Background: an optimization exercise with open tools, aiming at small area, a short achievable clock period and few clock cycles. Do not read the settings as production practice. No functional check of the RTL was part of any run shown here. No activity file was given, so power comes from the tool's default toggle rates.

==> flow/design.v, too long to show whole: its modules and the start of the top module <==
// module booth_mul64: 960 lines
module booth_mul64(clk, reset_n, multiplier, multiplicand, op_start, op_clear, op_done, result);
  // ...
==> flow/flow/run.sh <==
#!/bin/bash
# Layout flow: the standard flow, with the port buffers made of the
# smallest plain buffer instead of the default delay buffer, and a clock tree
# of fewer buffers without dummy loads.
set -o pipefail
export BUFFER_PORTS_ARGS="-buffer_cell sky130_fd_sc_hd__buf_1"
export CTS_ARGS="-sink_clustering_enable -repair_clock_nets -dont_use_dummy_load -buf_list sky130_fd_sc_hd__clkbuf_16 -sink_clustering_size 22 -sink_clustering_max_diameter 110"
bash standard.sh > standard.log 2>&1
==> flow/standard.sh <==
#!/bin/bash
# synth_recipe.tcl (not shown) runs the flow's synth.tcl, then flattens the netlist and writes it again
# the make line also repeats each setting of config.mk as NAME=value (left out here)
make -C /OpenROAD-flow-scripts/flow DESIGN_CONFIG=/design/flow/config.mk WORK_HOME=/design/flow/orfs CLKGATE_MAP_FILE= SYNTH_SCRIPT=/design/flow/synth_recipe.tcl "${@:-finish}"
==> flow/config.mk <==
export PLATFORM = sky130hd
export DESIGN_NAME = booth_mul64
export DESIGN_NICKNAME = booth_mul64
export VERILOG_FILES = /design/flow/design.v
export SDC_FILE = /design/flow/constraint.sdc
export NUM_CORES = 4
export LEC_CHECK = 0
export ABC_AREA = 1
export CAP_MARGIN = 20
export CORE_MARGIN = 2
export CORE_UTILIZATION = 40
export SETUP_SLACK_MARGIN = 4.0
export SLEW_MARGIN = 20
==> flow/constraint.sdc <==
create_clock -name core_clock -period 7.0 [get_ports {clk}]
set_input_delay 1.4000 -clock core_clock [delete_from_list [all_inputs] [get_ports {clk}]]
set_output_delay 1.4000 -clock core_clock [all_outputs]
set_load 0.01 [all_outputs]
==> impl_metrics.toml, run 1 <==
[cells_and_area]
inv_count = 524
multi_input_area_um2 = 15900
nFillCells = 6459
clk_share = 0.0178
seq-cell-share = 0.251

[hold_path]
hold_path_end = "cnt[0]"

[global_routing]
grt_max_degree = 75
grtUsageMet2 = 0.434
gr-usage-met3 = 0.0442
grt_pass1_vias = 21700

[synth]
syn_area_per_cell_um2 = 7.59
netlist_area_um2 = 25400
synth.area.top_cells = "fa_1 20%, dfxtp_1 19%, nand2_1 12%"
yosysWarnings = 1
synth-adder-area-share = 0.243

[drt]
met3_length_um = 8120
postRouteAntennaNets = 0
wl_met2_um = 41700

[pwr]
p_clk_uw = 1190
p_comb_frac = 0.621

[place]
place_worst_setup_slack_ps = 3250

[status]
outcome = "timing/DRC/antenna clean"

[floorplanning]
rows = 92

[critical_path]
cp_top_family = "adder cells"
crit_chain = "inv_2, buf_12, clkbuf_16, nand2_1, o21ai_0, o211ai_1, fa_1, fa_1, fa_1, a32o_1"
cp-startpoint = "bon0[0]"

[clocking]
clock-sinks = 312
==> run 2: changes to the inputs <==
--- a/flow/design.v
+++ b/flow/design.v
@@ -5,34 +5,34 @@
   output op_done;
   output [127:0] result;
   reg st_idle, st_busy, st_cpa, st_done;
   reg [2:0] cnt;
   reg [63:0] M;           
   reg [63:0] PL;          
   reg [64:0] S, C;        
   reg [7:0] SL, CL;       
-  reg [3:0] bop0, bon0, btp0, btn0;   
-  reg [3:0] bop1, bon1, btp1, btn1;   
+  reg [3:0] bone0, btwo0, bneg0;   
+  reg [3:0] bone1, btwo1, bneg1;   
   assign op_done = st_done;
   assign result = {S[63:0], PL};
   wire [64:0] xe  = {M[63], M};
   wire [64:0] x2e = {M, 1'b0};
   wire [64:0] pp0;
-  assign pp0[32:0] = ({33{bop0[0]}} & xe[32:0]) | ({33{bon0[0]}} & ~xe[32:0]) | ({33{btp0[0]}} & x2e[32:0]) | ({33{btn0[0]}} & ~x2e[32:0]);
-  assign pp0[64:33] = ~(({32{bop1[0]}} | ~xe[64:33]) & ({32{bon1[0]}} | xe[64:33]) & ({32{btp1[0]}} | ~x2e[64:33]) & ({32{btn1[0]}} | x2e[64:33]));
+  assign pp0[32:0] = (({33{bone0[0]}} & xe[32:0]) | ({33{btwo0[0]}} & x2e[32:0])) ^ {33{bneg0[0]}};
+  assign pp0[64:33] = (({32{bone1[0]}} | ~xe[64:33]) & ({32{btwo1[0]}} | ~x2e[64:33])) ^ {32{bneg1[0]}};
   wire [64:0] pp1;
-  assign pp1[32:0] = ({33{bop0[1]}} & xe[32:0]) | ({33{bon0[1]}} & ~xe[32:0]) | ({33{btp0[1]}} & x2e[32:0]) | ({33{btn0[1]}} & ~x2e[32:0]);
-  assign pp1[64:33] = ~(({32{bop1[1]}} | ~xe[64:33]) & ({32{bon1[1]}} | xe[64:33]) & ({32{btp1[1]}} | ~x2e[64:33]) & ({32{btn1[1]}} | x2e[64:33]));
+  assign pp1[32:0] = (({33{bone0[1]}} & xe[32:0]) | ({33{btwo0[1]}} & x2e[32:0])) ^ {33{bneg0[1]}};
+  assign pp1[64:33] = (({32{bone1[1]}} | ~xe[64:33]) & ({32{btwo1[1]}} | ~x2e[64:33])) ^ {32{bneg1[1]}};
   wire [64:0] pp2;
-  assign pp2[32:0] = ({33{bop0[2]}} & xe[32:0]) | ({33{bon0[2]}} & ~xe[32:0]) | ({33{btp0[2]}} & x2e[32:0]) | ({33{btn0[2]}} & ~x2e[32:0]);
-  assign pp2[64:33] = ~(({32{bop1[2]}} | ~xe[64:33]) & ({32{bon1[2]}} | xe[64:33]) & ({32{btp1[2]}} | ~x2e[64:33]) & ({32{btn1[2]}} | x2e[64:33]));
+  assign pp2[32:0] = (({33{bone0[2]}} & xe[32:0]) | ({33{btwo0[2]}} & x2e[32:0])) ^ {33{bneg0[2]}};
+  assign pp2[64:33] = (({32{bone1[2]}} | ~xe[64:33]) & ({32{btwo1[2]}} | ~x2e[64:33])) ^ {32{bneg1[2]}};
   wire [64:0] pp3;
-  assign pp3[32:0] = ({33{bop0[3]}} & xe[32:0]) | ({33{bon0[3]}} & ~xe[32:0]) | ({33{btp0[3]}} & x2e[32:0]) | ({33{btn0[3]}} & ~x2e[32:0]);
-  assign pp3[64:33] = ~(({32{bop1[3]}} | ~xe[64:33]) & ({32{bon1[3]}} | xe[64:33]) & ({32{btp1[3]}} | ~x2e[64:33]) & ({32{btn1[3]}} | x2e[64:33]));
+  assign pp3[32:0] = (({33{bone0[3]}} & xe[32:0]) | ({33{btwo0[3]}} & x2e[32:0])) ^ {33{bneg0[3]}};
+  assign pp3[64:33] = (({32{bone1[3]}} | ~xe[64:33]) & ({32{btwo1[3]}} | ~x2e[64:33])) ^ {32{bneg1[3]}};
   wire c8;
   reg first;
   wire [64:0] Si = S & {65{~first}};
   wire hs0, hc0, fs1, fc1, fs2, fc2, hs3, hc3, fs4, fc4, fs5, fc5, fs6, fc6, fs7, fc7, fs8, fc8, fs9, fc9, fs10, fc10, fs11, fc11, fs12, fc12, fs13, fc13, fs14, fc14, fs15, fc15, fs16, fc16, fs17, fc17, fs18, fc18, fs19, fc19, fs20, fc20, fs21, fc21, fs22, fc22, fs23, fc23, fs24, fc24, fs25, fc25, fs26, fc26, fs27, fc27, fs28, fc28, fs29, fc29, fs30, fc30, fs31, fc31, fs32, fc32, fs33, fc33, fs34, fc34, fs35, fc35, fs36, fc36, fs37, fc37, fs38, fc38, fs39, fc39, fs40, fc40, fs41, fc41, fs42, fc42, fs43, fc43, fs44, fc44, fs45, fc45, fs46, fc46, fs47, fc47, fs48, fc48, fs49, fc49, fs50, fc50, fs51, fc51, fs52, fc52, fs53, fc53, fs54, fc54, fs55, fc55, fs56, fc56, fs57, fc57, fs58, fc58, fs59, fc59, fs60, fc60, fs61, fc61, fs62, fc62, fs63, fc63, fs64, fc64, fs65, fc65, fs66, fc66, fs67, fc67, fs68, fc68, fs69, fc69, fs70, fc70, fs71, fc71, fs72, fc72, fs73, fc73, fs74, fc74, fs75, fc75, fs76, fc76, fs77, fc77, fs78, fc78, fs79, fc79, fs80, fc80, fs81, fc81, fs82, fc82, fs83, fc83, fs84, fc84, fs85, fc85, fs86, fc86, fs87, fc87, fs88, fc88, fs89, fc89, fs90, fc90, fs91, fc91, fs92, fc92, fs93, fc93, fs94, fc94, fs95, fc95, fs96, fc96, fs97, fc97, fs98, fc98, fs99, fc99, fs100, fc100, fs101, fc101, fs102, fc102, fs103, fc103, fs104, fc104, fs105, fc105, fs106, fc106, fs107, fc107, fs108, fc108, fs109, fc109, fs110, fc110, fs111, fc111, fs112, fc112, fs113, fc113, fs114, fc114, fs115, fc115, fs116, fc116, fs117, fc117, fs118, fc118, fs119, fc119, fs120, fc120, hs121, hc121, hs122, hc122, fs123, fc123, fs124, fc124, fs125, fc125, fs126, fc126, fs127, fc127, fs128, fc128, fs129, fc129, fs130, fc130, fs131, fc131, fs132, fc132, fs133, fc133, fs134, fc134, fs135, fc135, fs136, fc136, fs137, fc137, fs138, fc138, fs139, fc139, fs140, fc140, fs141, fc141, fs142, fc142, fs143, fc143, fs144, fc144, fs145, fc145, fs146, fc146, fs147, fc147, fs148, fc148, fs149, fc149, fs150, fc150, fs151, fc151, fs152, fc152, fs153, fc153, fs154, fc154, fs155, fc155, fs156, fc156, fs157, fc157, fs158, fc158, fs159, fc159, fs160, fc160, fs161, fc161, fs162, fc162, fs163, fc163, fs164, fc164, fs165, fc165, fs166, fc166, fs167, fc167, fs168, fc168, fs169, fc169, fs170, fc170, fs171, fc171, fs172, fc172, fs173, fc173, fs174, fc174, fs175, fc175, fs176, fc176, fs177, fc177, fs178, fc178, fs179, fc179, fs180, fc180, fs181, fc181, fs182, fc182, fs183, fc183, fs184, fc184, fs185, fc185, fs186, fc186, fs187, fc187, hs188, hc188, hs189, hc189, fs190, fc190, fs191, fc191, fs192, fc192, fs193, fc193, fs194, fc194, fs195, fc195, fs196, fc196, fs197, fc197, fs198, fc198, fs199, fc199, fs200, fc200, fs201, fc201, fs202, fc202, fs203, fc203, fs204, fc204, fs205, fc205, fs206, fc206, fs207, fc207, fs208, fc208, fs209, fc209, fs210, fc210, fs211, fc211, fs212, fc212, fs213, fc213, fs214, fc214, fs215, fc215, fs216, fc216, fs217, fc217, fs218, fc218, fs219, fc219, fs220, fc220, fs221, fc221, fs222, fc222, fs223, fc223, fs224, fc224, fs225, fc225, fs226, fc226, fs227, fc227, fs228, fc228, fs229, fc229, fs230, fc230, fs231, fc231, fs232, fc232, fs233, fc233, fs234, fc234, fs235, fc235, fs236, fc236, fs237, fc237, fs238, fc238, fs239, fc239, fs240, fc240, fs241, fc241, fs242, fc242, fs243, fc243, fs244, fc244, fs245, fc245, fs246, fc246, fs247, fc247, fs248, fc248, fs249, fc249, fs250, fc250, fs251, fc251, fs252, fc252, fs253, fc253, fs254, fc254, fs255, fc255, fs256, fc256, fs257, fc257, hs258, hc258;
   assign hs0 = C[4] ^ Si[4];
   assign hc0 = C[4] & Si[4];
   assign fs1 = C[5] ^ Si[5] ^ pp0[5];
   assign fc1 = (C[5] & Si[5]) | (C[5] & pp0[5]) | (Si[5] & pp0[5]);
@@ -551,301 +551,299 @@
   assign hs258 = 1'b1 ^ pp3[63];
   assign hc258 = 1'b1 & pp3[63];
   wire [72:0] TS = {1'b0, 1'b1, hc258, fc257, fc256, fc255, fc254, fc253, fc252, fc251, fc250, fc249, fc248, fc247, fc246, fc245, fc244, fc243, fc242, fc241, fc240, fc239, fc238, fc237, fc236, fc235, fc234, fc233, fc232, fc231, fc230, fc229, fc228, fc227, fc226, fc225, fc224, fc223, fc222, fc221, fc220, fc219, fc218, fc217, fc216, fc215, fc214, fc213, fc212, fc211, fc210, fc209, fc208, fc207, fc206, fc205, fc204, fc203, fc202, fc201, fc200, fc199, fc198, fc197, fc196, fc195, fc194, fc193, fc192, fc191, fc190, hc189, hs121};
   wire [72:0] TC = {1'b0, 1'b0, ~pp3[64], hs258, fs257, fs256, fs255, fs254, fs253, fs252, fs251, fs250, fs249, fs248, fs247, fs246, fs245, fs244, fs243, fs242, fs241, fs240, fs239, fs238, fs237, fs236, fs235, fs234, fs233, fs232, fs231, fs230, fs229, fs228, fs227, fs226, fs225, fs224, fs223, fs222, fs221, fs220, fs219, fs218, fs217, fs216, fs215, fs214, fs213, fs212, fs211, fs210, fs209, fs208, fs207, fs206, fs205, fs204, fs203, fs202, fs201, fs200, fs199, fs198, fs197, fs196, fs195, fs194, fs193, fs192, fs191, fs190, hs189};
   wire [71:0] aa = {S[63:0], SL};
   wire [71:0] bb = {C[63:0], CL};
   wire [71:0] pg_p = aa ^ bb;
   wire [71:0] pg_g = aa & bb;
-  wire G1_1 = pg_g[0] | (pg_p[0] & 1'b0);
-  wire G1_3 = pg_g[2] | (pg_p[2] & pg_g[1]);
-  wire P1_3 = pg_p[2] & pg_p[1];
-  wire G1_5 = pg_g[4] | (pg_p[4] & pg_g[3]);
-  wire P1_5 = pg_p[4] & pg_p[3];
-  wire G1_7 = pg_g[6] | (pg_p[6] & pg_g[5]);
-  wire P1_7 = pg_p[6] & pg_p[5];
-  wire G1_9 = pg_g[8] | (pg_p[8] & pg_g[7]);
-  wire P1_9 = pg_p[8] & pg_p[7];
-  wire G1_11 = pg_g[10] | (pg_p[10] & pg_g[9]);
-  wire P1_11 = pg_p[10] & pg_p[9];
-  wire G1_13 = pg_g[12] | (pg_p[12] & pg_g[11]);
-  wire P1_13 = pg_p[12] & pg_p[11];
-  wire G1_15 = pg_g[14] | (pg_p[14] & pg_g[13]);
-  wire P1_15 = pg_p[14] & pg_p[13];
-  wire G1_17 = pg_g[16] | (pg_p[16] & pg_g[15]);
-  wire P1_17 = pg_p[16] & pg_p[15];
-  wire G1_19 = pg_g[18] | (pg_p[18] & pg_g[17]);
-  wire P1_19 = pg_p[18] & pg_p[17];
-  wire G1_21 = pg_g[20] | (pg_p[20] & pg_g[19]);
-  wire P1_21 = pg_p[20] & pg_p[19];
-  wire G1_23 = pg_g[22] | (pg_p[22] & pg_g[21]);
-  wire P1_23 = pg_p[22] & pg_p[21];
-  wire G1_25 = pg_g[24] | (pg_p[24] & pg_g[23]);
-  wire P1_25 = pg_p[24] & pg_p[23];
-  wire G1_27 = pg_g[26] | (pg_p[26] & pg_g[25]);
-  wire P1_27 = pg_p[26] & pg_p[25];
-  wire G1_29 = pg_g[28] | (pg_p[28] & pg_g[27]);
-  wire P1_29 = pg_p[28] & pg_p[27];
-  wire G1_31 = pg_g[30] | (pg_p[30] & pg_g[29]);
-  wire P1_31 = pg_p[30] & pg_p[29];
-  wire G1_33 = pg_g[32] | (pg_p[32] & pg_g[31]);
-  wire P1_33 = pg_p[32] & pg_p[31];
-  wire G1_35 = pg_g[34] | (pg_p[34] & pg_g[33]);
-  wire P1_35 = pg_p[34] & pg_p[33];
-  wire G1_37 = pg_g[36] | (pg_p[36] & pg_g[35]);
-  wire P1_37 = pg_p[36] & pg_p[35];
-  wire G1_39 = pg_g[38] | (pg_p[38] & pg_g[37]);
-  wire P1_39 = pg_p[38] & pg_p[37];
-  wire G1_41 = pg_g[40] | (pg_p[40] & pg_g[39]);
-  wire P1_41 = pg_p[40] & pg_p[39];
-  wire G1_43 = pg_g[42] | (pg_p[42] & pg_g[41]);
-  wire P1_43 = pg_p[42] & pg_p[41];
-  wire G1_45 = pg_g[44] | (pg_p[44] & pg_g[43]);
-  wire P1_45 = pg_p[44] & pg_p[43];
-  wire G1_47 = pg_g[46] | (pg_p[46] & pg_g[45]);
-  wire P1_47 = pg_p[46] & pg_p[45];
-  wire G1_49 = pg_g[48] | (pg_p[48] & pg_g[47]);
-  wire P1_49 = pg_p[48] & pg_p[47];
-  wire G1_51 = pg_g[50] | (pg_p[50] & pg_g[49]);
-  wire P1_51 = pg_p[50] & pg_p[49];
-  wire G1_53 = pg_g[52] | (pg_p[52] & pg_g[51]);
-  wire P1_53 = pg_p[52] & pg_p[51];
-  wire G1_55 = pg_g[54] | (pg_p[54] & pg_g[53]);
-  wire P1_55 = pg_p[54] & pg_p[53];
-  wire G1_57 = pg_g[56] | (pg_p[56] & pg_g[55]);
-  wire P1_57 = pg_p[56] & pg_p[55];
-  wire G1_59 = pg_g[58] | (pg_p[58] & pg_g[57]);
-  wire P1_59 = pg_p[58] & pg_p[57];
-  wire G1_61 = pg_g[60] | (pg_p[60] & pg_g[59]);
-  wire P1_61 = pg_p[60] & pg_p[59];
-  wire G1_63 = pg_g[62] | (pg_p[62] & pg_g[61]);
-  wire P1_63 = pg_p[62] & pg_p[61];
-  wire G1_65 = pg_g[64] | (pg_p[64] & pg_g[63]);
-  wire P1_65 = pg_p[64] & pg_p[63];
-  wire G1_67 = pg_g[66] | (pg_p[66] & pg_g[65]);
-  wire P1_67 = pg_p[66] & pg_p[65];
-  wire G1_69 = pg_g[68] | (pg_p[68] & pg_g[67]);
-  wire P1_69 = pg_p[68] & pg_p[67];
-  wire G1_71 = pg_g[70] | (pg_p[70] & pg_g[69]);
-  wire P1_71 = pg_p[70] & pg_p[69];
-  wire G2_2 = pg_g[1] | (pg_p[1] & G1_1);
+  wire G1_1 = pg_g[1] | (pg_p[1] & pg_g[0]);
+  wire G1_3 = pg_g[3] | (pg_p[3] & pg_g[2]);
+  wire P1_3 = pg_p[3] & pg_p[2];
+  wire G1_5 = pg_g[5] | (pg_p[5] & pg_g[4]);
+  wire P1_5 = pg_p[5] & pg_p[4];
+  wire G1_7 = pg_g[7] | (pg_p[7] & pg_g[6]);
+  wire P1_7 = pg_p[7] & pg_p[6];
+  wire G1_9 = pg_g[9] | (pg_p[9] & pg_g[8]);
+  wire P1_9 = pg_p[9] & pg_p[8];
+  wire G1_11 = pg_g[11] | (pg_p[11] & pg_g[10]);
+  wire P1_11 = pg_p[11] & pg_p[10];
+  wire G1_13 = pg_g[13] | (pg_p[13] & pg_g[12]);
+  wire P1_13 = pg_p[13] & pg_p[12];
+  wire G1_15 = pg_g[15] | (pg_p[15] & pg_g[14]);
+  wire P1_15 = pg_p[15] & pg_p[14];
+  wire G1_17 = pg_g[17] | (pg_p[17] & pg_g[16]);
+  wire P1_17 = pg_p[17] & pg_p[16];
+  wire G1_19 = pg_g[19] | (pg_p[19] & pg_g[18]);
+  wire P1_19 = pg_p[19] & pg_p[18];
+  wire G1_21 = pg_g[21] | (pg_p[21] & pg_g[20]);
+  wire P1_21 = pg_p[21] & pg_p[20];
+  wire G1_23 = pg_g[23] | (pg_p[23] & pg_g[22]);
+  wire P1_23 = pg_p[23] & pg_p[22];
+  wire G1_25 = pg_g[25] | (pg_p[25] & pg_g[24]);
+  wire P1_25 = pg_p[25] & pg_p[24];
+  wire G1_27 = pg_g[27] | (pg_p[27] & pg_g[26]);
+  wire P1_27 = pg_p[27] & pg_p[26];
+  wire G1_29 = pg_g[29] | (pg_p[29] & pg_g[28]);
+  wire P1_29 = pg_p[29] & pg_p[28];
+  wire G1_31 = pg_g[31] | (pg_p[31] & pg_g[30]);
+  wire P1_31 = pg_p[31] & pg_p[30];
+  wire G1_33 = pg_g[33] | (pg_p[33] & pg_g[32]);
+  wire P1_33 = pg_p[33] & pg_p[32];
+  wire G1_35 = pg_g[35] | (pg_p[35] & pg_g[34]);
+  wire P1_35 = pg_p[35] & pg_p[34];
+  wire G1_37 = pg_g[37] | (pg_p[37] & pg_g[36]);
+  wire P1_37 = pg_p[37] & pg_p[36];
+  wire G1_39 = pg_g[39] | (pg_p[39] & pg_g[38]);
+  wire P1_39 = pg_p[39] & pg_p[38];
+  wire G1_41 = pg_g[41] | (pg_p[41] & pg_g[40]);
+  wire P1_41 = pg_p[41] & pg_p[40];
+  wire G1_43 = pg_g[43] | (pg_p[43] & pg_g[42]);
+  wire P1_43 = pg_p[43] & pg_p[42];
+  wire G1_45 = pg_g[45] | (pg_p[45] & pg_g[44]);
+  wire P1_45 = pg_p[45] & pg_p[44];
+  wire G1_47 = pg_g[47] | (pg_p[47] & pg_g[46]);
+  wire P1_47 = pg_p[47] & pg_p[46];
+  wire G1_49 = pg_g[49] | (pg_p[49] & pg_g[48]);
+  wire P1_49 = pg_p[49] & pg_p[48];
+  wire G1_51 = pg_g[51] | (pg_p[51] & pg_g[50]);
+  wire P1_51 = pg_p[51] & pg_p[50];
+  wire G1_53 = pg_g[53] | (pg_p[53] & pg_g[52]);
+  wire P1_53 = pg_p[53] & pg_p[52];
+  wire G1_55 = pg_g[55] | (pg_p[55] & pg_g[54]);
+  wire P1_55 = pg_p[55] & pg_p[54];
+  wire G1_57 = pg_g[57] | (pg_p[57] & pg_g[56]);
+  wire P1_57 = pg_p[57] & pg_p[56];
+  wire G1_59 = pg_g[59] | (pg_p[59] & pg_g[58]);
+  wire P1_59 = pg_p[59] & pg_p[58];
+  wire G1_61 = pg_g[61] | (pg_p[61] & pg_g[60]);
+  wire P1_61 = pg_p[61] & pg_p[60];
+  wire G1_63 = pg_g[63] | (pg_p[63] & pg_g[62]);
+  wire P1_63 = pg_p[63] & pg_p[62];
+  wire G1_65 = pg_g[65] | (pg_p[65] & pg_g[64]);
+  wire P1_65 = pg_p[65] & pg_p[64];
+  wire G1_67 = pg_g[67] | (pg_p[67] & pg_g[66]);
+  wire P1_67 = pg_p[67] & pg_p[66];
+  wire G1_69 = pg_g[69] | (pg_p[69] & pg_g[68]);
+  wire P1_69 = pg_p[69] & pg_p[68];
+  wire G1_71 = pg_g[71] | (pg_p[71] & pg_g[70]);
+  wire P1_71 = pg_p[71] & pg_p[70];
+  wire G2_2 = pg_g[2] | (pg_p[2] & pg_g[1]) | (pg_p[2] & pg_p[1] & pg_g[0]);
   wire G2_3 = G1_3 | (P1_3 & G1_1);
-  wire G2_6 = pg_g[5] | (pg_p[5] & G1_5);
-  wire P2_6 = pg_p[5] & P1_5;
+  wire G2_6 = pg_g[6] | (pg_p[6] & G1_5);
+  wire P2_6 = pg_p[6] & P1_5;
   wire G2_7 = G1_7 | (P1_7 & G1_5);
   wire P2_7 = P1_7 & P1_5;
-  wire G2_10 = pg_g[9] | (pg_p[9] & G1_9);
-  wire P2_10 = pg_p[9] & P1_9;
+  wire G2_10 = pg_g[10] | (pg_p[10] & G1_9);
+  wire P2_10 = pg_p[10] & P1_9;
   wire G2_11 = G1_11 | (P1_11 & G1_9);
   wire P2_11 = P1_11 & P1_9;
-  wire G2_14 = pg_g[13] | (pg_p[13] & G1_13);
-  wire P2_14 = pg_p[13] & P1_13;
+  wire G2_14 = pg_g[14] | (pg_p[14] & G1_13);
+  wire P2_14 = pg_p[14] & P1_13;
   wire G2_15 = G1_15 | (P1_15 & G1_13);
   wire P2_15 = P1_15 & P1_13;
-  wire G2_18 = pg_g[17] | (pg_p[17] & G1_17);
-  wire P2_18 = pg_p[17] & P1_17;
+  wire G2_18 = pg_g[18] | (pg_p[18] & G1_17);
+  wire P2_18 = pg_p[18] & P1_17;
   wire G2_19 = G1_19 | (P1_19 & G1_17);
   wire P2_19 = P1_19 & P1_17;
-  wire G2_22 = pg_g[21] | (pg_p[21] & G1_21);
-  wire P2_22 = pg_p[21] & P1_21;
+  wire G2_22 = pg_g[22] | (pg_p[22] & G1_21);
+  wire P2_22 = pg_p[22] & P1_21;
   wire G2_23 = G1_23 | (P1_23 & G1_21);
   wire P2_23 = P1_23 & P1_21;
-  wire G2_26 = pg_g[25] | (pg_p[25] & G1_25);
-  wire P2_26 = pg_p[25] & P1_25;
+  wire G2_26 = pg_g[26] | (pg_p[26] & G1_25);
+  wire P2_26 = pg_p[26] & P1_25;
   wire G2_27 = G1_27 | (P1_27 & G1_25);
   wire P2_27 = P1_27 & P1_25;
-  wire G2_30 = pg_g[29] | (pg_p[29] & G1_29);
-  wire P2_30 = pg_p[29] & P1_29;
+  wire G2_30 = pg_g[30] | (pg_p[30] & G1_29);
+  wire P2_30 = pg_p[30] & P1_29;
   wire G2_31 = G1_31 | (P1_31 & G1_29);
   wire P2_31 = P1_31 & P1_29;
-  wire G2_34 = pg_g[33] | (pg_p[33] & G1_33);
-  wire P2_34 = pg_p[33] & P1_33;
+  wire G2_34 = pg_g[34] | (pg_p[34] & G1_33);
+  wire P2_34 = pg_p[34] & P1_33;
   wire G2_35 = G1_35 | (P1_35 & G1_33);
   wire P2_35 = P1_35 & P1_33;
-  wire G2_38 = pg_g[37] | (pg_p[37] & G1_37);
-  wire P2_38 = pg_p[37] & P1_37;
+  wire G2_38 = pg_g[38] | (pg_p[38] & G1_37);
+  wire P2_38 = pg_p[38] & P1_37;
   wire G2_39 = G1_39 | (P1_39 & G1_37);
   wire P2_39 = P1_39 & P1_37;
-  wire G2_42 = pg_g[41] | (pg_p[41] & G1_41);
-  wire P2_42 = pg_p[41] & P1_41;
+  wire G2_42 = pg_g[42] | (pg_p[42] & G1_41);
+  wire P2_42 = pg_p[42] & P1_41;
   wire G2_43 = G1_43 | (P1_43 & G1_41);
   wire P2_43 = P1_43 & P1_41;
-  wire G2_46 = pg_g[45] | (pg_p[45] & G1_45);
-  wire P2_46 = pg_p[45] & P1_45;
+  wire G2_46 = pg_g[46] | (pg_p[46] & G1_45);
+  wire P2_46 = pg_p[46] & P1_45;
   wire G2_47 = G1_47 | (P1_47 & G1_45);
   wire P2_47 = P1_47 & P1_45;
-  wire G2_50 = pg_g[49] | (pg_p[49] & G1_49);
-  wire P2_50 = pg_p[49] & P1_49;
+  wire G2_50 = pg_g[50] | (pg_p[50] & G1_49);
+  wire P2_50 = pg_p[50] & P1_49;
   wire G2_51 = G1_51 | (P1_51 & G1_49);
   wire P2_51 = P1_51 & P1_49;
-  wire G2_54 = pg_g[53] | (pg_p[53] & G1_53);
-  wire P2_54 = pg_p[53] & P1_53;
+  wire G2_54 = pg_g[54] | (pg_p[54] & G1_53);
+  wire P2_54 = pg_p[54] & P1_53;
   wire G2_55 = G1_55 | (P1_55 & G1_53);
   wire P2_55 = P1_55 & P1_53;
-  wire G2_58 = pg_g[57] | (pg_p[57] & G1_57);
-  wire P2_58 = pg_p[57] & P1_57;
+  wire G2_58 = pg_g[58] | (pg_p[58] & G1_57);
+  wire P2_58 = pg_p[58] & P1_57;
   wire G2_59 = G1_59 | (P1_59 & G1_57);
   wire P2_59 = P1_59 & P1_57;
-  wire G2_62 = pg_g[61] | (pg_p[61] & G1_61);
-  wire P2_62 = pg_p[61] & P1_61;
+  wire G2_62 = pg_g[62] | (pg_p[62] & G1_61);
+  wire P2_62 = pg_p[62] & P1_61;
   wire G2_63 = G1_63 | (P1_63 & G1_61);
   wire P2_63 = P1_63 & P1_61;
-  wire G2_66 = pg_g[65] | (pg_p[65] & G1_65);
-  wire P2_66 = pg_p[65] & P1_65;
+  wire G2_66 = pg_g[66] | (pg_p[66] & G1_65);
+  wire P2_66 = pg_p[66] & P1_65;
   wire G2_67 = G1_67 | (P1_67 & G1_65);
   wire P2_67 = P1_67 & P1_65;
-  wire G2_70 = pg_g[69] | (pg_p[69] & G1_69);
-  wire P2_70 = pg_p[69] & P1_69;
+  wire G2_70 = pg_g[70] | (pg_p[70] & G1_69);
+  wire P2_70 = pg_p[70] & P1_69;
   wire G2_71 = G1_71 | (P1_71 & G1_69);
   wire P2_71 = P1_71 & P1_69;
-  wire G3_4 = pg_g[3] | (pg_p[3] & G2_3);
+  wire G3_4 = pg_g[4] | (pg_p[4] & pg_g[3]) | (pg_p[4] & pg_p[3] & G2_2);
   wire G3_5 = G1_5 | (P1_5 & G2_3);
   wire G3_6 = G2_6 | (P2_6 & G2_3);
   wire G3_7 = G2_7 | (P2_7 & G2_3);
-  wire G3_12 = pg_g[11] | (pg_p[11] & G2_11);
-  wire P3_12 = pg_p[11] & P2_11;
+  wire G3_12 = pg_g[12] | (pg_p[12] & G2_11);
+  wire P3_12 = pg_p[12] & P2_11;
   wire G3_13 = G1_13 | (P1_13 & G2_11);
   wire P3_13 = P1_13 & P2_11;
   wire G3_14 = G2_14 | (P2_14 & G2_11);
   wire P3_14 = P2_14 & P2_11;
   wire G3_15 = G2_15 | (P2_15 & G2_11);
   wire P3_15 = P2_15 & P2_11;
-  wire G3_20 = pg_g[19] | (pg_p[19] & G2_19);
-  wire P3_20 = pg_p[19] & P2_19;
+  wire G3_20 = pg_g[20] | (pg_p[20] & G2_19);
+  wire P3_20 = pg_p[20] & P2_19;
   wire G3_21 = G1_21 | (P1_21 & G2_19);
   wire P3_21 = P1_21 & P2_19;
   wire G3_22 = G2_22 | (P2_22 & G2_19);
   wire P3_22 = P2_22 & P2_19;
   wire G3_23 = G2_23 | (P2_23 & G2_19);
   wire P3_23 = P2_23 & P2_19;
-  wire G3_28 = pg_g[27] | (pg_p[27] & G2_27);
-  wire P3_28 = pg_p[27] & P2_27;
+  wire G3_28 = pg_g[28] | (pg_p[28] & G2_27);
+  wire P3_28 = pg_p[28] & P2_27;
   wire G3_29 = G1_29 | (P1_29 & G2_27);
   wire P3_29 = P1_29 & P2_27;
   wire G3_30 = G2_30 | (P2_30 & G2_27);
   wire P3_30 = P2_30 & P2_27;
   wire G3_31 = G2_31 | (P2_31 & G2_27);
   wire P3_31 = P2_31 & P2_27;
-  wire G3_36 = pg_g[35] | (pg_p[35] & G2_35);
-  wire P3_36 = pg_p[35] & P2_35;
+  wire G3_36 = pg_g[36] | (pg_p[36] & G2_35);
+  wire P3_36 = pg_p[36] & P2_35;
   wire G3_37 = G1_37 | (P1_37 & G2_35);
   wire P3_37 = P1_37 & P2_35;
   wire G3_38 = G2_38 | (P2_38 & G2_35);
   wire P3_38 = P2_38 & P2_35;
   wire G3_39 = G2_39 | (P2_39 & G2_35);
   wire P3_39 = P2_39 & P2_35;
-  wire G3_44 = pg_g[43] | (pg_p[43] & G2_43);
-  wire P3_44 = pg_p[43] & P2_43;
+  wire G3_44 = pg_g[44] | (pg_p[44] & G2_43);
+  wire P3_44 = pg_p[44] & P2_43;
   wire G3_45 = G1_45 | (P1_45 & G2_43);
   wire P3_45 = P1_45 & P2_43;
   wire G3_46 = G2_46 | (P2_46 & G2_43);
   wire P3_46 = P2_46 & P2_43;
   wire G3_47 = G2_47 | (P2_47 & G2_43);
   wire P3_47 = P2_47 & P2_43;
-  wire G3_52 = pg_g[51] | (pg_p[51] & G2_51);
-  wire P3_52 = pg_p[51] & P2_51;
+  wire G3_52 = pg_g[52] | (pg_p[52] & G2_51);
+  wire P3_52 = pg_p[52] & P2_51;
   wire G3_53 = G1_53 | (P1_53 & G2_51);
   wire P3_53 = P1_53 & P2_51;
   wire G3_54 = G2_54 | (P2_54 & G2_51);
   wire P3_54 = P2_54 & P2_51;
   wire G3_55 = G2_55 | (P2_55 & G2_51);
   wire P3_55 = P2_55 & P2_51;
-  wire G3_60 = pg_g[59] | (pg_p[59] & G2_59);
-  wire P3_60 = pg_p[59] & P2_59;
+  wire G3_60 = pg_g[60] | (pg_p[60] & G2_59);
+  wire P3_60 = pg_p[60] & P2_59;
   wire G3_61 = G1_61 | (P1_61 & G2_59);
   wire P3_61 = P1_61 & P2_59;
   wire G3_62 = G2_62 | (P2_62 & G2_59);
   wire P3_62 = P2_62 & P2_59;
   wire G3_63 = G2_63 | (P2_63 & G2_59);
   wire P3_63 = P2_63 & P2_59;
-  wire G3_68 = pg_g[67] | (pg_p[67] & G2_67);
-  wire P3_68 = pg_p[67] & P2_67;
+  wire G3_68 = pg_g[68] | (pg_p[68] & G2_67);
+  wire P3_68 = pg_p[68] & P2_67;
   wire G3_69 = G1_69 | (P1_69 & G2_67);
   wire P3_69 = P1_69 & P2_67;
   wire G3_70 = G2_70 | (P2_70 & G2_67);
   wire P3_70 = P2_70 & P2_67;
   wire G3_71 = G2_71 | (P2_71 & G2_67);
   wire P3_71 = P2_71 & P2_67;
-  wire G4_8 = pg_g[7] | (pg_p[7] & G3_7);
+  wire G4_8 = pg_g[8] | (pg_p[8] & pg_g[7]) | (pg_p[8] & pg_p[7] & G3_6);
   wire G4_9 = G1_9 | (P1_9 & G3_7);
   wire G4_10 = G2_10 | (P2_10 & G3_7);
   wire G4_11 = G2_11 | (P2_11 & G3_7);
   wire G4_12 = G3_12 | (P3_12 & G3_7);
   wire G4_13 = G3_13 | (P3_13 & G3_7);
   wire G4_14 = G3_14 | (P3_14 & G3_7);
   wire G4_15 = G3_15 | (P3_15 & G3_7);
-  wire G4_24 = pg_g[23] | (pg_p[23] & G3_23);
-  wire P4_24 = pg_p[23] & P3_23;
+  wire G4_24 = pg_g[24] | (pg_p[24] & G3_23);
+  wire P4_24 = pg_p[24] & P3_23;
   wire G4_25 = G1_25 | (P1_25 & G3_23);
   wire P4_25 = P1_25 & P3_23;
   wire G4_26 = G2_26 | (P2_26 & G3_23);
   wire P4_26 = P2_26 & P3_23;
   wire G4_27 = G2_27 | (P2_27 & G3_23);
   wire P4_27 = P2_27 & P3_23;
   wire G4_28 = G3_28 | (P3_28 & G3_23);
   wire P4_28 = P3_28 & P3_23;
   wire G4_29 = G3_29 | (P3_29 & G3_23);
   wire P4_29 = P3_29 & P3_23;
   wire G4_30 = G3_30 | (P3_30 & G3_23);
   wire P4_30 = P3_30 & P3_23;
   wire G4_31 = G3_31 | (P3_31 & G3_23);
   wire P4_31 = P3_31 & P3_23;
-  wire G4_40 = pg_g[39] | (pg_p[39] & G3_39);
-  wire P4_40 = pg_p[39] & P3_39;
+  wire G4_40 = pg_g[40] | (pg_p[40] & G3_39);
+  wire P4_40 = pg_p[40] & P3_39;
   wire G4_41 = G1_41 | (P1_41 & G3_39);
   wire P4_41 = P1_41 & P3_39;
   wire G4_42 = G2_42 | (P2_42 & G3_39);
   wire P4_42 = P2_42 & P3_39;
   wire G4_43 = G2_43 | (P2_43 & G3_39);
   wire P4_43 = P2_43 & P3_39;
   wire G4_44 = G3_44 | (P3_44 & G3_39);
   wire P4_44 = P3_44 & P3_39;
   wire G4_45 = G3_45 | (P3_45 & G3_39);
   wire P4_45 = P3_45 & P3_39;
   wire G4_46 = G3_46 | (P3_46 & G3_39);
   wire P4_46 = P3_46 & P3_39;
   wire G4_47 = G3_47 | (P3_47 & G3_39);
   wire P4_47 = P3_47 & P3_39;
-  wire G4_56 = pg_g[55] | (pg_p[55] & G3_55);
-  wire P4_56 = pg_p[55] & P3_55;
+  wire G4_56 = pg_g[56] | (pg_p[56] & G3_55);
+  wire P4_56 = pg_p[56] & P3_55;
   wire G4_57 = G1_57 | (P1_57 & G3_55);
   wire P4_57 = P1_57 & P3_55;
   wire G4_58 = G2_58 | (P2_58 & G3_55);
   wire P4_58 = P2_58 & P3_55;
   wire G4_59 = G2_59 | (P2_59 & G3_55);
   wire P4_59 = P2_59 & P3_55;
   wire G4_60 = G3_60 | (P3_60 & G3_55);
   wire P4_60 = P3_60 & P3_55;
   wire G4_61 = G3_61 | (P3_61 & G3_55);
   wire P4_61 = P3_61 & P3_55;
   wire G4_62 = G3_62 | (P3_62 & G3_55);
   wire P4_62 = P3_62 & P3_55;
   wire G4_63 = G3_63 | (P3_63 & G3_55);
   wire P4_63 = P3_63 & P3_55;
-  wire G4_72 = pg_g[71] | (pg_p[71] & G3_71);
-  wire P4_72 = pg_p[71] & P3_71;
-  wire G5_16 = pg_g[15] | (pg_p[15] & G4_15);
+  wire G5_16 = pg_g[16] | (pg_p[16] & pg_g[15]) | (pg_p[16] & pg_p[15] & G4_14);
   wire G5_17 = G1_17 | (P1_17 & G4_15);
   wire G5_18 = G2_18 | (P2_18 & G4_15);
   wire G5_19 = G2_19 | (P2_19 & G4_15);
   wire G5_20 = G3_20 | (P3_20 & G4_15);
   wire G5_21 = G3_21 | (P3_21 & G4_15);
   wire G5_22 = G3_22 | (P3_22 & G4_15);
   wire G5_23 = G3_23 | (P3_23 & G4_15);
   wire G5_24 = G4_24 | (P4_24 & G4_15);
   wire G5_25 = G4_25 | (P4_25 & G4_15);
   wire G5_26 = G4_26 | (P4_26 & G4_15);
   wire G5_27 = G4_27 | (P4_27 & G4_15);
   wire G5_28 = G4_28 | (P4_28 & G4_15);
   wire G5_29 = G4_29 | (P4_29 & G4_15);
   wire G5_30 = G4_30 | (P4_30 & G4_15);
   wire G5_31 = G4_31 | (P4_31 & G4_15);
-  wire G5_48 = pg_g[47] | (pg_p[47] & G4_47);
-  wire P5_48 = pg_p[47] & P4_47;
+  wire G5_48 = pg_g[48] | (pg_p[48] & G4_47);
+  wire P5_48 = pg_p[48] & P4_47;
   wire G5_49 = G1_49 | (P1_49 & G4_47);
   wire P5_49 = P1_49 & P4_47;
   wire G5_50 = G2_50 | (P2_50 & G4_47);
   wire P5_50 = P2_50 & P4_47;
   wire G5_51 = G2_51 | (P2_51 & G4_47);
   wire P5_51 = P2_51 & P4_47;
   wire G5_52 = G3_52 | (P3_52 & G4_47);
   wire P5_52 = P3_52 & P4_47;
@@ -866,17 +864,17 @@
   wire G5_60 = G4_60 | (P4_60 & G4_47);
   wire P5_60 = P4_60 & P4_47;
   wire G5_61 = G4_61 | (P4_61 & G4_47);
   wire P5_61 = P4_61 & P4_47;
   wire G5_62 = G4_62 | (P4_62 & G4_47);
   wire P5_62 = P4_62 & P4_47;
   wire G5_63 = G4_63 | (P4_63 & G4_47);
   wire P5_63 = P4_63 & P4_47;
-  wire G6_32 = pg_g[31] | (pg_p[31] & G5_31);
+  wire G6_32 = pg_g[32] | (pg_p[32] & pg_g[31]) | (pg_p[32] & pg_p[31] & G5_30);
   wire G6_33 = G1_33 | (P1_33 & G5_31);
   wire G6_34 = G2_34 | (P2_34 & G5_31);
   wire G6_35 = G2_35 | (P2_35 & G5_31);
   wire G6_36 = G3_36 | (P3_36 & G5_31);
   wire G6_37 = G3_37 | (P3_37 & G5_31);
   wire G6_38 = G3_38 | (P3_38 & G5_31);
   wire G6_39 = G3_39 | (P3_39 & G5_31);
   wire G6_40 = G4_40 | (P4_40 & G5_31);
@@ -898,26 +896,25 @@
   wire G6_56 = G5_56 | (P5_56 & G5_31);
   wire G6_57 = G5_57 | (P5_57 & G5_31);
   wire G6_58 = G5_58 | (P5_58 & G5_31);
   wire G6_59 = G5_59 | (P5_59 & G5_31);
   wire G6_60 = G5_60 | (P5_60 & G5_31);
   wire G6_61 = G5_61 | (P5_61 & G5_31);
   wire G6_62 = G5_62 | (P5_62 & G5_31);
   wire G6_63 = G5_63 | (P5_63 & G5_31);
-  wire G7_64 = pg_g[63] | (pg_p[63] & G6_63);
+  wire G7_64 = pg_g[64] | (pg_p[64] & pg_g[63]) | (pg_p[64] & pg_p[63] & G6_62);
   wire G7_65 = G1_65 | (P1_65 & G6_63);
   wire G7_66 = G2_66 | (P2_66 & G6_63);
   wire G7_67 = G2_67 | (P2_67 & G6_63);
   wire G7_68 = G3_68 | (P3_68 & G6_63);
   wire G7_69 = G3_69 | (P3_69 & G6_63);
   wire G7_70 = G3_70 | (P3_70 & G6_63);
   wire G7_71 = G3_71 | (P3_71 & G6_63);
-  wire G7_72 = G4_72 | (P4_72 & G6_63);
-  wire [71:0] carry = {G7_71, G7_70, G7_69, G7_68, G7_67, G7_66, G7_65, G7_64, G6_63, G6_62, G6_61, G6_60, G6_59, G6_58, G6_57, G6_56, G6_55, G6_54, G6_53, G6_52, G6_51, G6_50, G6_49, G6_48, G6_47, G6_46, G6_45, G6_44, G6_43, G6_42, G6_41, G6_40, G6_39, G6_38, G6_37, G6_36, G6_35, G6_34, G6_33, G6_32, G5_31, G5_30, G5_29, G5_28, G5_27, G5_26, G5_25, G5_24, G5_23, G5_22, G5_21, G5_20, G5_19, G5_18, G5_17, G5_16, G4_15, G4_14, G4_13, G4_12, G4_11, G4_10, G4_9, G4_8, G3_7, G3_6, G3_5, G3_4, G2_3, G2_2, G1_1, 1'b0};
+  wire [71:0] carry = {G7_70, G7_69, G7_68, G7_67, G7_66, G7_65, G7_64, G6_63, G6_62, G6_61, G6_60, G6_59, G6_58, G6_57, G6_56, G6_55, G6_54, G6_53, G6_52, G6_51, G6_50, G6_49, G6_48, G6_47, G6_46, G6_45, G6_44, G6_43, G6_42, G6_41, G6_40, G6_39, G6_38, G6_37, G6_36, G6_35, G6_34, G6_33, G6_32, G5_31, G5_30, G5_29, G5_28, G5_27, G5_26, G5_25, G5_24, G5_23, G5_22, G5_21, G5_20, G5_19, G5_18, G5_17, G5_16, G4_15, G4_14, G4_13, G4_12, G4_11, G4_10, G4_9, G4_8, G3_7, G3_6, G3_5, G3_4, G2_3, G2_2, G1_1, pg_g[0], 1'b0};
   wire [71:0] sum = pg_p ^ carry;
   assign c8 = carry[8];    
   wire [8:0] win = st_idle ? {multiplier[7:0], 1'b0} : PL[15:7];
   wire [3:0] n_one, n_two, n_neg;
   genvar g;
   generate for (g = 0; g < 4; g = g + 1) begin : enc
     wire b0 = win[2*g], b1 = win[2*g+1], b2 = win[2*g+2];
     assign n_one[g] = b1 ^ b0;
@@ -940,18 +937,18 @@
       st_busy <= ~op_clear & ((st_idle & op_start) | (st_busy & (cnt != 3'd7)));
       st_cpa  <= ~op_clear & st_busy & (cnt == 3'd7);
       st_done <= ~op_clear & (st_cpa | st_done);
       cnt <= st_busy ? cnt + 3'd1 : 3'd0;
       first <= st_idle;
     end
   always @(posedge clk) begin
     M <= multiplicand;
-    bop0 <= (n_one & ~n_neg); bon0 <= (n_one & n_neg); btp0 <= (n_two & ~n_neg); btn0 <= (n_two & n_neg);
-    bop1 <= ~(n_one & ~n_neg); bon1 <= ~(n_one & n_neg); btp1 <= ~(n_two & ~n_neg); btn1 <= ~(n_two & n_neg);
+    bone0 <= n_one; btwo0 <= n_two; bneg0 <= n_neg;
+    bone1 <= ~n_one; btwo1 <= ~n_two; bneg1 <= ~n_neg;
     if (st_idle) PL <= multiplier;
     else if (st_busy | st_cpa) PL <= {sum[7:0], PL[63:8]};
     if (st_busy) S <= TS[72:8];
     else S[63:0] <= sum[71:8];
     if (st_busy) begin
       C <= TC[72:8]; SL <= TS[7:0]; CL <= TC[7:0];
     end else begin
       C <= {st_idle, ninit & {64{st_idle}}}; SL <= 8'd0; CL <= 8'd0;
==> flow/flow/run.sh (replaced) <==
#!/bin/bash
# Layout flow: the standard flow, with the port buffers made of the
# smallest plain buffer instead of the default delay buffer, and no dummy
# loads in the clock tree.
set -o pipefail
export BUFFER_PORTS_ARGS="-buffer_cell sky130_fd_sc_hd__buf_1"
export CTS_ARGS="-sink_clustering_enable -repair_clock_nets -dont_use_dummy_load"
bash standard.sh > standard.log 2>&1
==> flow/config.mk (replaced) <==
export PLATFORM = sky130hd
export DESIGN_NAME = booth_mul64
export DESIGN_NICKNAME = booth_mul64
export VERILOG_FILES = /design/flow/design.v
export SDC_FILE = /design/flow/constraint.sdc
export NUM_CORES = 4
export LEC_CHECK = 0
export CAP_MARGIN = 20
export CORE_MARGIN = 2
export CORE_UTILIZATION = 40
export SETUP_SLACK_MARGIN = 4.0
export SLEW_MARGIN = 20
==> run 2 against run 1 <==
  * Clock power grew 43%
  * Register-to-register slack lost 240 ps
  * Sequential power is 2% lower
  * Utilization is 1.9 points higher
  * Die area decreased by 8.8%
  * Critical endpoint is now result[103]
==> impl_metrics.toml, run 2 <==
[floorplanning]
start_util = 0.402
die_w_um = 244
io-pin-count = 261
die_y_um = 244
rows = 88
dieArea_um2 = 59600
core_area_um2 = 57400

[timing]
fin_crit_sh = 0.456
slew_violations = 0
final_hold_viol_count = 0
hold_slack_ps = 438
clock-skew-final_ps = 45.7
worst_pin_slew_ps = 1080
worst_slack_ps = 3810
setup_viol = 0
fin_setup_tns_ps = 0
fmax_ghz = 0.313
slew_headroom = 0.279
rsz0062_at_grt = "true"
period_needed_ps = 3190

[place]
port_buffers = 260
dp_hpwl_um = 54600
place_worst_setup_slack_ps = 3410
dp_cells = 3182
gp_congestion = 0.907

[drt]
vias_per_cell = 5.57
postRouteAntennaNets = 0
wl_per_cell_um = 22.7
drt_iter0_drc = 1605
drtPass1Iterations = 6
wl_um = 74200
num_vias = 18200
drcViolationCount = 0

[synth]
yosysUniqueCellTypes = 73
yosysSeqAreaShare = 0.293
synth.most_common_cell = "fa_1"
synth_edf_count = 64
synthCells = 2296
synth_top_cell_by_area = "fa_1"
async_reset_ff_frac = 0.0263
synth_common_cells = "250 x fa_1, 232 x dfxtp_1, 207 x inv_1, 190 x xor2_1, 165 x nand2_1"
netlist_area_um2 = 23100
syn_nets = 2763
synth_top_area_frac = 0.217
synth.area.top_cells = "fa_1 22%, dfxtp_1 20%, edfxtp_1 8.3%"
synthFlopType = "dfxtp_1"
ys_ff_latch = 304
syn_area_per_cell_um2 = 10.1
yosysWarnings = 1

[pwr]
leakage_uw = 0.0111
power_density_nw_per_um2 = 467
p_sw_frac = 0.454
pwr-share-clk = 0.136
vdd_drop_max_mv = 0.218
p_comb_frac = 0.632
power_frac_seq = 0.232
internal-power_uw = 6830
p_sw_uw = 5680
total_power_uw = 12500

[cells_and_area]
drive_above_1_share = 0.129
fin_cells = 3273
nFillCells = 5400
n_antenna_cell = 0
nets = 2977
area.growth.synth_to_final_pct = 16.0
final_common_cell = "buf_1"
final_cell_mix = "260 x buf_1, 248 x fa_1, 203 x inv_1"

[hold_path]
hp-start = "cnt[0]"
hold_path.class = "reg2reg"

[clocking]
cts_buffer_depth = 3
clkLatencyLatePin_ps = 570
numCtsBuffers = 39
path_clk_slew_ps = 60
h-tree-depth = 2
ctsRootBufferMaster = "clkbuf_16"
postCtsHoldBufs = 0
cts_tree = "yes"
clock-sinks = 304

[global_routing]
grt_pass1_wl_um = 112000
grt_pass1_vias = 18600
grt_max_degree = 111
overflow = 0
grtUsageTotal = 0.244
antenna_found_initial = 0

[critical_path]
cp-startpoint = "C[21]"
path_buf_inv = 2
cp-start-kind = "flip-flop"
end_kind = "flip-flop"
crit_fanout = 5
arrival_ps = 3660
crit_chain = "ha_4, a21o_1, a21o_1, a221o_1, a221oi_4, buf_12, buf_6, a21o_4, a21oi_4, o21a_1, o21a_2, or4_4, nand3_1"
reg2reg_from = "C[21]"
critPathMaxStageDelay_ps = 480
cp_top_family = "compound AO/OA/AOI/OAI gates"
crit_required_ps = 7470
cp_slowest_cell = "or4_4"
critPathKind = "reg2reg"
cpMostUsedCell = "a21o_1"

[job]
maxCapViolCount = 0

[status]
outcome = "timing/DRC/antenna clean"
## run 2: cell count changes after synthesis, sizes merged, moves of 124 or more
cell,before,now
inv,516,208
xor2,6,190
nand2,866,165
a22oi,1,130
nor2,351,28
o22ai,0,124
o21ai,270,86
## run 2: worst register-to-register path, stage by stage, from the launching register on
cell and delay [ps]:
dfxtp_4 350, ha_4 250, a21o_1 190, a21o_1 170
a221o_1 380, a221oi_4 230, buf_12 170, buf_6 120
a21o_4 150, a21oi_4 60, o21a_1 200, o21a_2 250
or4_4 480, nand3_1 90
## run 2: power by group through the flow
stage | combinational [µW] | sequential, µW | clock, µW
2_1_floorplan | 5130 | 2690 | 0
3_3_place_gp | 7250 | 2860 | 0
3_5_place_dp | 7330 | 2880 | 0
4_1_cts | 7710 | 2900 | 1750
5_1_grt | 8830 | 2960 | 1810
6_report | 7900 | 2900 | 1700
## run 2: area by class of cell
class                      count  area, µm²  share of cell area
inverter                     209        785              0.0293
sequential                   304       6900               0.258
multi-input combinational   1621      15400               0.576
timing repair buffer         335       1740              0.0649
clock buffer                  39        976              0.0365
tap                          765        957              0.0358
## run 2: per-stage QoR
step           area (µm²)  utilization
6_report            26800        0.467
5_1_grt             26800        0.467
4_1_cts             26400        0.459
3_5_place_dp        24600        0.428
3_3_place_gp        24600        0.428
2_1_floorplan       23100            -
## run 2: final timing paths
kind                                to  slack, ps  cells past startpoint
min in group asynchronous      st_done        750                      1
max in group asynchronous        first       5910                      1
max reg2reg                result[103]       3810                     13
min                             cnt[0]        440                      1
min reg2reg                     cnt[0]        440                      1
max                        result[103]       3810                     13
## run 2: logic make-up after synthesis
kind of cell    Yosys count  synth area share
flops                   304             0.293
fa+ha+maj               335             0.263
mux                      59            0.0285
xor+xnor                289             0.110
buf+inv                 371            0.0616
simple gates            433            0.0955
compound gates          505             0.149
## run 2: timing repair
| item | in CTS | in global routing |
|---|---|---|
| buffers inserted | 33 | 17 |
| endpoints found under the hold margin | 0 | 0 |
| endpoints found under the setup margin | 119 | 72 |
| pin swaps | 32 | 43 |
| gates resized for setup | 119 | 69 |
| gates cloned | 0 | 2 |
## run 2: per-layer routing
| layer | share of wire | GRT usage |
|---|---|---|
| met2 | 0.46 | 0.387 |
| met5 | 0 | 0 |
| met4 | 0.044 | 0.104 |
| met1 | 0.42 | 0.332 |
| met3 | 0.073 | 0.0391 |
==> run 3: changes to the inputs <==
==> flow/flow/run.sh (replaced) <==
#!/bin/bash
# Layout flow: the standard flow, with the port buffers made of the
# smallest plain buffer instead of the default delay buffer, and a clock tree
# of fewer buffers without dummy loads.
set -o pipefail
export BUFFER_PORTS_ARGS="-buffer_cell sky130_fd_sc_hd__buf_1"
export CTS_ARGS="-sink_clustering_enable -repair_clock_nets -dont_use_dummy_load -buf_list sky130_fd_sc_hd__clkbuf_16 -sink_clustering_size 22 -sink_clustering_max_diameter 110"
bash standard.sh > standard.log 2>&1
--- a/flow/config.mk
+++ b/flow/config.mk
@@ -5,6 +5,7 @@
 export SDC_FILE = /design/flow/constraint.sdc
 export NUM_CORES = 4
 export LEC_CHECK = 0
+export ABC_AREA = 1
 export CAP_MARGIN = 20
 export CORE_MARGIN = 2
 export CORE_UTILIZATION = 40
==> run 3 against run 2 <==
  * Still clean
  * Die area is 2.1% higher
  * Fmax rose by 8.4%
  * Sequential cell count is the same
  * Combinational power shrank 2.5%
  * Critical path depth down 5
  * Cell area decreased by 2.4%
  * Setup slack improved by 250 ps
  * Area after synthesis rose by 2.1%
  * Critical path type unchanged
  * Critical endpoint is now C[2]
==> impl_metrics.toml, run 3 <==
[timing]
final_hold_viol_count = 0
clock-skew-final_ps = 27.4
slew_violations = 0
fmax_ghz = 0.340
rsz0062_at_grt = "false"
period_needed_ps = 2940
fin_setup_tns_ps = 0
fin_crit_sh = 0.421
worst_slack_ps = 4060
worst_pin_slew_ps = 1170
setup_viol = 0
slew_headroom = 0.215

[place]
place_worst_setup_slack_ps = 3520
port_buffers = 260
gp_congestion = 0.916
dp_hpwl_um = 58400

[clocking]
numCtsBuffers = 19
ctsRootBufferMaster = "clkbuf_16"
clock-sinks = 304
h-tree-depth = 1
cts_buffer_depth = 3
clkLatencyLatePin_ps = 560
path_clk_slew_ps = 100
cts_tree = "yes"

[floorplanning]
dieArea_um2 = 60900
core_area_um2 = 58000
die_w_um = 247
start_util = 0.406
die_y_um = 247
rows = 88
io-pin-count = 261

[global_routing]
overflow = 0
grtUsageTotal = 0.251
grt_pass1_wl_um = 118000
grt_pass1_vias = 19900
grt_max_degree = 64
antenna_found_initial = 0

[hold_path]
hold_path.class = "reg2reg"
hp-start = "cnt[0]"
hold_path_end = "cnt[0]"
min_path_cells = 1

[cells_and_area]
post-route-util = 0.450
area.growth.synth_to_final_pct = 10.9
final_common_cell = "nand2_1"
final_cell_mix = "611 x nand2_1, 437 x inv_1, 261 x xor2_1"
nets = 3440
n_antenna_cell = 0
drive_above_1_share = 0.0485
multi_input_area_um2 = 14600
nFillCells = 5801
seqCellArea_um2 = 6820

[job]
maxCapViolCount = 0

[critical_path]
crit_fanout = 25
r2r_cells = 8
reg2reg_to = "C[2]"
cp-start-kind = "flip-flop"
crit_required_ps = 7440
reg2reg_from = "bneg0[2]"
arrival_ps = 3380
critPathKind = "reg2reg"
end_kind = "flip-flop"
ff2ff_setup_slack_ps = 4060

[synth]
synthCells = 2769
synth_top_area_frac = 0.212
syn_area_per_cell_um2 = 8.51
synth.area.top_cells = "fa_1 21%, dfxtp_1 20%, nand2_1 9.7%"
yosysUniqueCellTypes = 43
syn_nets = 3236
synth_edf_count = 64
synth_common_cells = "612 x nand2_1, 446 x inv_1, 262 x xor2_1, 252 x o22ai_1, 250 x fa_1"
yosysSeqAreaShare = 0.287
synth.most_common_cell = "nand2_1"
synthFlopType = "dfxtp_1"
netlist_area_um2 = 23600
synth_top_cell_by_area = "fa_1"
ys_ff_latch = 304
yosysWarnings = 1
async_reset_ff_frac = 0.0263

[drt]
drt_iter0_drc = 1864
num_vias = 20000
postRouteAntennaNets = 0
drtPass1Iterations = 5
vias_per_cell = 5.36
wl_um = 77700
wl_per_cell_um = 20.8
drcViolationCount = 0

[pwr]
leakage_uw = 0.0128
power_density_nw_per_um2 = 447
vdd_drop_max_mv = 0.208

[status]
outcome = "timing/DRC/antenna clean"
[run 3: cell types whose count changed after synthesis, sizes merged, moves of 33 or more]
cell / change
nor2b: -66
nand2: +466
mux2: -53
nor2: +114
clkbuf: -33
inv: +242
nand3: +33
xnor2: -92
o21ai: -50
and2: -50
a22oi: -130
o22ai: +128
xor2: +72
[run 3: what timing repair did]
action                                  4_1_cts  5_1_grt
hold endpoints to repair                      0        0
cloned                                        6        1
endpoints found under the setup margin      127       87
setup buffers                                19        4
hold buffers                                  0        0
gates resized for setup                      38       33
pin swaps                                     3        4
[run 3: how the worst max path moves through the flow]
stage	start	endpoint	slack, ps	cells after the start
after global routing	bone1[0]	C[50]	3980	7
after detailed placement	btwo0[2]	C[2]	3520	8
after floorplan	bneg1[3]	C[32]	4140	8
after CTS	bone0[1]	C[2]	4000	9
after global placement	btwo0[3]	C[2]	3550	8
final	bneg0[2]	C[2]	4060	8
[run 3: area by class of cell]
type                    count  area share
multi-input cells        1889       0.560
flip-flops and latches    304       0.261
inverters                 453      0.0663
repair buffers            300      0.0556
well taps                 765      0.0366
clock buffers              19      0.0182
repair inverters            6     0.00172
[run 3: layer usage]
layer  wire length, µm  track usage  part of all wire
met3              6640       0.0441             0.085
met1             32300        0.342              0.42
met4              2890       0.0781             0.037
met2             35900        0.406              0.46
met5                 0            0                 0
[run 3: logic make-up (layout without fill, tap and decap cells)]
family / Yosys count / in the layout / synth area share
xor+xnor: 269 / 269 / 0.100
simple gates: 884 / 884 / 0.154
buf+inv: 576 / 778 / 0.0936
fa+ha+maj: 335 / 335 / 0.257
flops: 304 / 304 / 0.287
compound gates: 401 / 401 / 0.108
[run 3: stage by stage]
stage                     std cells  power, µW  cell area (µm²)  hold slack, ps
after detailed placement       3687      10400            25200             439
after global placement         3686      10300            25100             426
after floorplan                2769       8070            23600             386
after global routing           3736      12900            26100             475
final                          3736      11700            26100             450
after CTS                      3731      11700            26000             461
[run 3: where the power goes]
| group | total, µW | switching, µW | internal, µW |
|---|---|---|---|
| logic | 7700 | 4530 | 3170 |
| registers | 2860 | 562 | 2300 |
| clock network | 1120 | 640 | 485 |
| total | 11700 | 5730 | 5950 |
[run 3: worst max-delay path: stages (launching register included)]
cell and delay, ps:
dfxtp_2 410, clkinv_2 170, buf_6 250, xor2_1 220, fa_1 430, inv_1 100, fa_1 450, fa_1 510
a32o_1 280

## re-timing with driven ports
How much do the figures lean on ideal ports? The routed layouts below were timed once more, with nothing changed but the port constraints.
Step 1, drivers: a clkbuf_16 drives clk and a buf_2 each remaining input, both assumed.
Step 2, shift: input delay + t, output delay - t, t = (earliest + latest rising clock arrival at the registers) / 2. This alone moves slack from input paths to output paths.
Slacks: ideal ports / drivers / drivers and shift; pairs: ideal ports / drivers.
run | t, ns | setup slack, ns | worst register clock-pin slew, ns
run 1 | 0.613 | 4.048 / 4.048 / 3.782 | 0.10 / 0.10
run 2 | 0.602 | 3.808 / 3.808 / 3.808 | 0.06 / 0.06
run 3 | 0.601 | 4.056 / 4.056 / 4.039 | 0.10 / 0.10
After both steps setup and hold are still met in every run listed. For run 1, which loses most, drivers alone change the setup slack by 0.000 ns; drivers and shift together by -0.266 ns.
